This is an optimization exercise on Yosys and OpenROAD, whose aim is small area and a short achievable clock period, not a production implementation.
At most, simulation tests tie the RTL to the original design; equivalence was not proved.
No activity file was given, so power comes from the tool's default toggle rates.

== P ==
==> module FPadd, before the edit <==
module FPadd (
    input         ADD_SUB,
    input  [31:0] FP_A,
    input  [31:0] FP_B,
    input         clk,
    output reg [31:0] FP_Z
);
    integer i, l;
    wire [7:0]  eA = FP_A[30:23], eB = FP_B[30:23];
    wire        zA = ~|eA, zB = ~|eB;
    wire        ffA = &eA, ffB = &eB;
    reg  [7:0]  elt, eeq;
    always @* begin
        elt = ~eA & eB;
        eeq = ~(eA ^ eB);
        for (l = 0; (1 << l) < 8; l = l + 1)
            for (i = 0; i < 8; i = i + 1)
                if (((i >> l) & 1) == 1) begin
                    elt[i] = elt[i] | (eeq[i] & elt[((i >> l) << l) - 1]);
                    eeq[i] = eeq[i] & eeq[((i >> l) << l) - 1];
                end
    end
    wire [8:0]  dAB = {1'b0, eA} - {1'b0, eB};
    wire        c   = zA ^ zB;
    wire        zAB = ~dAB[8] & |dAB[7:5];
    wire        zBA = dAB[8] & ~(&dAB[7:5] & |dAB[4:0]);
    wire [23:0] mA = {~zA, FP_A[22:0]}, mB = {~zB, FP_B[22:0]};
    reg  [30:0] lt, eqv;
    always @* begin
        lt  = ~FP_A[30:0] & FP_B[30:0];
        eqv = ~(FP_A[30:0] ^ FP_B[30:0]);
        for (l = 0; (1 << l) < 31; l = l + 1)
            for (i = 0; i < 31; i = i + 1)
                if (((i >> l) & 1) == 1) begin
                    lt[i]  = lt[i] | (eqv[i] & lt[((i >> l) << l) - 1]);
                    eqv[i] = eqv[i] & eqv[((i >> l) << l) - 1];
                end
    end
    wire        swp = lt[30];
    wire        xB  = FP_B[31] ^ ~ADD_SUB;
    reg  [23:0] ma1, mb1;
    reg         sa1, sub1, c1, swp1, zab1, zba1, ii1;
    reg  [4:0]  dab1;
    reg  [7:0]  e1;
    always @(posedge clk) begin
        ma1   <= mA;
        mb1   <= mB;
        sa1   <= FP_A[31];
        sub1  <= FP_A[31] ^ xB;
        c1    <= c;
        swp1  <= swp;
        dab1  <= dAB[4:0];
        zab1  <= zAB;
        zba1  <= zBA;
        e1    <= elt[7] ? eB : eA;
        ii1   <= ffA & ffB & ~ADD_SUB;   
    end
    wire [23:0] L0  = swp1 ? mb1 : ma1;
    wire [23:0] S0  = swp1 ? (ma1 ^ {24{sub1}}) : (mb1 ^ {24{sub1}});
    wire [4:0]  sh  = swp1 ? (~dab1 + {4'd0, ~c1}) : (dab1 - {4'd0, c1});
    wire        shz = swp1 ? zba1 : zab1;
    wire [57:0] sw  = {{31{sub1}}, S0, {3{sub1}}} >> sh;
    wire [26:0] sal = shz ? {27{sub1}} : sw[26:0];
    reg  [23:0] l2;
    reg  [26:0] s2al;
    reg  [7:0]  e2;
    reg         sl2, sub2, nan2;
    always @(posedge clk) begin
        l2    <= L0;
        s2al  <= sal;
        e2    <= e1;
        sl2   <= sa1 ^ (swp1 & sub1);
        sub2  <= sub1;
        nan2  <= ii1 | ((e1 == 8'hFF) & |L0[22:0]);
    end
    wire [27:0] xo = {1'b0, l2, 3'b000};
    wire [27:0] yo = {sub2, s2al};
    reg  [27:0] g, p;
    always @* begin
        g = xo & yo;
        p = xo ^ yo;
        g[0] = g[0] | (p[0] & sub2);
        for (l = 0; (1 << l) < 28; l = l + 1)
            for (i = 0; i < 28; i = i + 1)
                if (((i >> l) & 1) == 1) begin
                    g[i] = g[i] | (p[i] & g[((i >> l) << l) - 1]);
                    p[i] = p[i] & p[((i >> l) << l) - 1];
                end
    end
    wire [27:0] M = (xo ^ yo) ^ {g[26:0], sub2};
    reg  [27:0] m3;
    reg  [7:0]  e3;
    reg         sl3, sub3, nan3;
    always @(posedge clk) begin
        m3   <= {M[27:1], 1'b0};
        e3   <= e2;
        sl3  <= sl2;
        sub3 <= sub2;
        nan3 <= nan2;
    end
    wire [31:0] w = {1'b0, m3[26:0], 1'b1, 3'b000};
    reg  [15:0] v1;  reg [15:0] c1l;
    reg  [7:0]  v2;  reg [15:0] c2l;
    reg  [3:0]  v3;  reg [11:0] c3l;
    reg  [1:0]  v4;  reg [7:0]  c4l;
    reg  [4:0]  cnt1;
    always @* begin
        for (i = 0; i < 16; i = i + 1) begin
            v1[i]  = w[2*i+1] | w[2*i];
            c1l[i] = ~w[2*i+1];
        end
        for (i = 0; i < 8; i = i + 1) begin
            v2[i] = v1[2*i+1] | v1[2*i];
            c2l[2*i+:2] = v1[2*i+1] ? {1'b0, c1l[2*i+1]} : {1'b1, c1l[2*i]};
        end
        for (i = 0; i < 4; i = i + 1) begin
            v3[i] = v2[2*i+1] | v2[2*i];
            c3l[3*i+:3] = v2[2*i+1] ? {1'b0, c2l[2*(2*i+1)+:2]} : {1'b1, c2l[2*(2*i)+:2]};
        end
        for (i = 0; i < 2; i = i + 1) begin
            v4[i] = v3[2*i+1] | v3[2*i];
            c4l[4*i+:4] = v3[2*i+1] ? {1'b0, c3l[3*(2*i+1)+:3]} : {1'b1, c3l[3*(2*i)+:3]};
        end
        cnt1 = v4[1] ? {1'b0, c4l[7:4]} : {1'b1, c4l[3:0]};
    end
    reg  [26:0] msk;
    always @* begin
        for (i = 0; i <= 26; i = i + 1)
            msk[i] = ({1'b0, e3} >= 9'd26 - i);
    end
    wire        zero = ~|m3;
    wire        top  = m3[27] | m3[26];
    wire        isDN = ~top & (e3 == 8'd1);
    wire        keep = top | (e3 == 8'd0) | isDN;
    wire        dnrm = ~|(m3[26:0] & msk);
    reg  [27:0] m4;
    reg  [4:0]  k4;
    reg  [7:0]  e4;
    reg         ez4, s4, nan4, inf4;
    always @(posedge clk) begin
        m4    <= m3;
        k4    <= m3[27] ? 5'd0 : keep ? 5'd1 : dnrm ? e3[4:0] : cnt1;
        e4    <= e3 + 8'd1;
        ez4   <= isDN | (~keep & dnrm) | zero;
        s4    <= sl3 & ~(sub3 & zero);
        nan4  <= nan3;
        inf4  <= (e3 == 8'hFF);   
    end
    wire [28:0] ml = {m4, 1'b0} << k4;
    wire [7:0]  en = ez4 ? 8'd0 : (e4 - {3'b000, k4});
    reg  [24:0] sig5;
    reg  [7:0]  e5;
    reg         s5, nan5, inf5;
    always @(posedge clk) begin
        sig5  <= ml[28:4];
        e5    <= en;
        s5    <= s4;
        nan5  <= nan4;
        inf5  <= inf4;
    end
    reg  [24:0] a;
    always @* begin
        a = sig5;
        for (l = 0; (1 << l) < 25; l = l + 1)
            for (i = 0; i < 25; i = i + 1)
                if (((i >> l) & 1) == 1)
                    a[i] = a[i] & a[((i >> l) << l) - 1];
    end
    wire [22:0] frac = sig5[23:1] ^ a[22:0];
    wire        rc   = a[24];
    wire [7:0]  ez   = rc ? (e5 + 8'd1) : e5;
    wire        infz = inf5 | (ez == 8'hFF);
    always @(posedge clk) begin
        if (nan5)
            FP_Z <= {s5, 8'hFF, 23'h400000};
        else if (infz)
            FP_Z <= {s5, 8'hFF, 23'h000000};
        else
            FP_Z <= {s5, ez, frac};
    end
endmodule
==> flow/config.mk <==
export PLATFORM = sky130hd
export DESIGN_NAME = FPadd
export DESIGN_NICKNAME = FPadd
export VERILOG_FILES = /design/flow/design.v
export SDC_FILE = /design/flow/constraint.sdc
export NUM_CORES = 4
export LEC_CHECK = 0
export CAP_MARGIN = 20
export CORE_MARGIN = 2
export CORE_UTILIZATION = 40
export CTS_BUF_LIST = sky130_fd_sc_hd__clkbuf_8
export SETUP_SLACK_MARGIN = 4.2
export SLEW_MARGIN = 20
==> flow/constraint.sdc <==
create_clock -name core_clock -period 7.0 [get_ports {clk}]
set_input_delay 1.4000 -clock core_clock [delete_from_list [all_inputs] [get_ports {clk}]]
set_output_delay 1.4000 -clock core_clock [all_outputs]
set_load 0.01 [all_outputs]
standard.sh (not shown) runs the stock make flow with config.mk's settings and CLKGATE_MAP_FILE= SYNTH_SCRIPT=/design/flow/synth_recipe.tcl, a recipe that flattens the netlist after the stock synthesis.
==> flow/flow/run.sh <==
#!/bin/bash
# The standard layout (standard.sh: the standard ORFS synthesis through
# finish, unchanged) with two differences in how the layout is made:
#  - the buffers that global placement puts on every input and output port
#    are buf_2 cells instead of the default pick (clkdlybuf4s50_1, a slow
#    clock-delay cell);
#  - clock tree synthesis inserts no dummy loads.
set -euo pipefail
cd "$(dirname "$0")/.."
export BUFFER_PORTS_ARGS="-buffer_cell sky130_fd_sc_hd__buf_2"
export CTS_ARGS="-sink_clustering_enable -repair_clock_nets -dont_use_dummy_load -buf_list sky130_fd_sc_hd__clkbuf_8 -sink_clustering_size 16 -sink_clustering_max_diameter 80"
bash standard.sh > standard.log 2>&1
The following lists how Q was set up differently from P:
-- flow/design.v --
<<< P, line 21
                end
    end
    wire [8:0]  dAB = {1'b0, eA} - {1'b0, eB};
    wire        c   = zA ^ zB;
    wire        zAB = ~dAB[8] & |dAB[7:5];
    wire        zBA = dAB[8] & ~(&dAB[7:5] & |dAB[4:0]);
    wire [23:0] mA = {~zA, FP_A[22:0]}, mB = {~zB, FP_B[22:0]};
    reg  [30:0] lt, eqv;
>>> Q, line 21
                end
    end
    wire [4:0]  dAB = eA[4:0] - eB[4:0];
    wire        c   = zA ^ zB;
    wire [2:0]  hA = eA[7:5], hB = eB[7:5];
    wire        geAB = (eA[4:0] >= eB[4:0]), geBA = (eB[4:0] >= eA[4:0]);
    wire        h2AB = ({1'b0, hA} >= {1'b0, hB} + 4'd2), h2BA = ({1'b0, hB} >= {1'b0, hA} + 4'd2);
    wire        h1AB = ({1'b0, hA} == {1'b0, hB} + 4'd1), h1BA = ({1'b0, hB} == {1'b0, hA} + 4'd1);
    wire        zAB  = h2AB | (h1AB & geAB);
    wire        zBA  = h2BA | (h1BA & geBA);
    wire [23:0] mA = {~zA, FP_A[22:0]}, mB = {~zB, FP_B[22:0]};
    reg  [30:0] lt, eqv;
## What came out
- Compared with P, Q shows internal portion of total power that has gone up slightly.
- Diff Q..P | number of routed nets with antenna violations | negligible
- Placeable core region in Q vs P: down 0.50%
- Diff P -> Q: starting utilization of the core area barely changed; cell area barely changed; vias per cell dropped 0.047; via total after detailed routing dropped 1.0%.
- Changes observed in Q relative to P: post-layout total power now larger, share of cell area taken by flip-flops and latches comparable.
- Compared with P, Q shows a lower area fraction in compound gates after synthesis.
For P, only the layout was checked, not whether the RTL still works.

[re-timing with driven ports]
The flow's constraints put no driver on any port. The routed layouts listed below were extracted and timed again, unchanged, in two steps.
Step 1 assumes that a clkbuf_16 drives the clock port and a buf_2 every other input.
Step 2 moves the port delays by t, midway between the first and last clock arrival at a register: inputs arrive t later, outputs are due t later. That takes back most of the time a late clock gives input paths.
Three values: no drivers, after step 1, after step 2; two values: the first two.
run | t (ns) | setup WS [ns] | slew at the worst register clock pin (ns)
P | 0.576 | 4.236 / 4.252 / 3.676 | 0.11 / 0.11
Q | 0.569 | 4.309 / 4.312 / 3.763 | 0.11 / 0.11
After both steps setup and hold are still met in every run listed. For P, which loses most, drivers alone change the setup slack by +0.016 ns; drivers and shift together by -0.560 ns.
